This is an optimization exercise on Yosys and OpenROAD, whose aim is small area and a short achievable clock period, not a production implementation. Only simulation tests tie the RTL to the original design; equivalence was not proved. No driver is modelled on the clock port, so clocking that relies on it looks cheaper here than on a real chip. Power figures rest on the tool's default switching activity, not on a simulated workload.

Design alu_top, start of the top module:
module alu_top (clk, A, B, sel, Cin, Y, Zero);
	input clk;
	input [31:0] A, B;
	input [3:0] sel;
	input Cin;
	output [31:0] Y;
	output Zero;
	reg [31:0] a_q, b_q;
	reg [3:0]  sel_q;
	reg        cin_q;
	reg [31:0] y_q;
	reg        zero_q;
	wire [31:0] y_d;
	wire        zero_d;
	ALU u_alu (.A(a_q), .B(b_q), .sel(sel_q), .Cin(cin_q), .Y(y_d), .Zero(zero_d));
	always @(posedge clk) begin
		a_q    <= A;
		b_q    <= B;
		sel_q  <= sel;
		cin_q  <= Cin;
		y_q    <= y_d;
		zero_q <= zero_d;
	end
	assign Y    = y_q;
	assign Zero = zero_q;
endmodule
For scale: about 1,400 cells after synthesis, roughly 100 I/O pins, roughly 0.013 mm² of cells after synthesis.
export LEC_CHECK = 0
export CAP_MARGIN = 20
export CORE_MARGIN = 2
export CORE_UTILIZATION = 40
export HOLD_SLACK_MARGIN = 0.1
export PLACE_DENSITY = 0.55
export SETUP_SLACK_MARGIN = 3.0
export SLEW_MARGIN = 20
export SYNTH_HIERARCHICAL = 1
export SYNTH_MINIMUM_KEEP_SIZE = 0
create_clock -name core_clock -period 7.0 [get_ports {clk}]
standard.sh (not shown) runs the stock make flow with config.mk's settings and CLKGATE_MAP_FILE= SYNTH_SCRIPT=/design/flow/synth_recipe.tcl, a recipe that flattens the netlist after the stock synthesis.
==> flow/flow/run.sh <==
#!/bin/bash
# Standard ORFS flow (the standard.sh) with these changes:
#  - netopt.py: after synthesis, two local rewrites of the gate netlist (registers
#    untouched): and2 cells on widely shared signals become nor2 cells on shared
#    inverted copies, and full adders are used in inverted form where that removes
#    inverters between them (a full adder is self-dual)
#  - ports.tcl: port buffers with chosen cells (DONT_BUFFER_PORTS skips ORFS's own call)
#  - skew.tcl: output registers clocked from taps of a delayed clock branch (before CTS)
#  - CTS without latency balancing, so that the branch keeps its delay
# standard.sh writes the full ORFS logs under orfs/logs; console output goes to *.log here.
set -e
F=$PWD/flow
R=$PWD/orfs/results/sky130hd/alu_top/base
source $F/params.sh
ARGS=(DONT_BUFFER_PORTS=1 PRE_GLOBAL_PLACE_TCL=$F/ports.tcl PRE_CTS_TCL=$F/skew.tcl
  "CTS_ARGS=-sink_clustering_enable -repair_clock_nets -no_insertion_delay")
bash standard.sh "${ARGS[@]}" $R/1_2_yosys.v > synth.log 2>&1
if [[ "${FLOW_NETOPT:-1}" == 1 ]]; then
  python3 $F/netopt.py $R/1_2_yosys.v $R/1_2_yosys.flip.v > netopt.log 2>&1
  cp $R/1_2_yosys.v $R/1_2_yosys.orig.v
  mv $R/1_2_yosys.flip.v $R/1_2_yosys.v
fi
bash standard.sh "${ARGS[@]}" finish > standard.log 2>&1
Other scripts of this flow, unchanged in this note and not shown: flow/flow/netopt.py, flow/flow/params.sh, flow/flow/ports.tcl, flow/flow/skew.tcl
The baseline completed and failed the layout checks on negative hold slack.
==> next run, changes <==
--- a/flow/flow/run.sh
+++ b/flow/flow/run.sh
@@ -9,0 +10 @@
+#  - holdfix.tcl: a hold repair after CTS that is not held back by the setup margin
@@ -15 +16 @@
-ARGS=(DONT_BUFFER_PORTS=1 PRE_GLOBAL_PLACE_TCL=$F/ports.tcl PRE_CTS_TCL=$F/skew.tcl
+ARGS=(DONT_BUFFER_PORTS=1 PRE_GLOBAL_PLACE_TCL=$F/ports.tcl PRE_CTS_TCL=$F/skew.tcl POST_CTS_TCL=$F/holdfix.tcl
==> flow/flow/holdfix.tcl (new file) <==
# After CTS's own repair: one more hold repair without the setup margin. With
# SETUP_SLACK_MARGIN set, repair_timing will not put a hold buffer on a path whose
# setup slack is below that margin, and can leave hold violations; here setup only
# has to stay met.
estimate_parasitics -placement
repair_timing -hold -hold_margin $::env(HOLD_SLACK_MARGIN) -verbose
detailed_placement
check_placement -verbose
Settings changed: CORE_UTILIZATION 40 to 30, CTS_BUF_LIST from default to sky130_fd_sc_hd__clkbuf_4, PLACE_DENSITY 0.55 to 0.5.
Result:
- This time the run passed the timing, DRC and antenna checks
- sequential power hardly moves
- total power barely changes
- wire length rises by a few percent
- via count falls slightly
- final cell count rises by a little under a tenth
- global-route usage falls by 6.8 points
- die area rises by a quarter to a third
- cell area rises by a few percent
- synthesized area is unchanged
- first-iteration DRC count falls by about a fifth
==> next run, changes <==
--- a/flow/flow/run.sh
+++ b/flow/flow/run.sh
@@ -10 +9,0 @@
-#  - holdfix.tcl: a hold repair after CTS that is not held back by the setup margin
@@ -16 +15 @@
-ARGS=(DONT_BUFFER_PORTS=1 PRE_GLOBAL_PLACE_TCL=$F/ports.tcl PRE_CTS_TCL=$F/skew.tcl POST_CTS_TCL=$F/holdfix.tcl
+ARGS=(DONT_BUFFER_PORTS=1 PRE_GLOBAL_PLACE_TCL=$F/ports.tcl PRE_CTS_TCL=$F/skew.tcl
Settings changed: CTS_BUF_LIST sky130_fd_sc_hd__clkbuf_4 to sky130_fd_sc_hd__clkbuf_8.
removed: flow/flow/holdfix.tcl
Effect:
- The changed run finished but fails on negative hold slack
- register-to-register slack improved by 0.16 ns
- cell area came out lower by 6.8%
- die area stays the same
- wire length came out lower by 4.9%
- total power came out lower by 6.5%
- clock skew came out higher by 0.021 ns
- combinational power came out lower by 7.4%

separate check: timing with driven ports:
No port has a modelled driver above. Below, the same layouts with a new extraction and two added sets of constraints. Step 1 sets driving cells, clkbuf_16 on the clock port and buf_2 on the other inputs (assumed; they add their load-dependent delay and slew). Step 2, shift: input delay + t, output delay - t, t = (earliest + latest rising clock arrival at the registers) / 2. This alone moves slack from input paths to output paths. Three values: ideal, step 1, step 2; two values: the first two.
run	shift t [ns]	slack for setup (ns)	hold slack, ns	worst setup path at the end	latest minus earliest clock arrival (ns)
the first run	1.242	3.092 / 3.073 / 3.092	-0.713 / -0.713 / -0.713	register to register	1.721 / 1.720
the second run	1.233	2.979 / 2.979 / 2.979	0.117 / 0.117 / 0.117	register to register	1.654 / 1.654
the third run	1.246	3.078 / 3.028 / 3.140	-0.704 / -0.704 / -0.704	register to register	1.674 / 1.674
Clock arrivals are far apart in every run listed, so t is only a midpoint there and step 2 fits no single register.
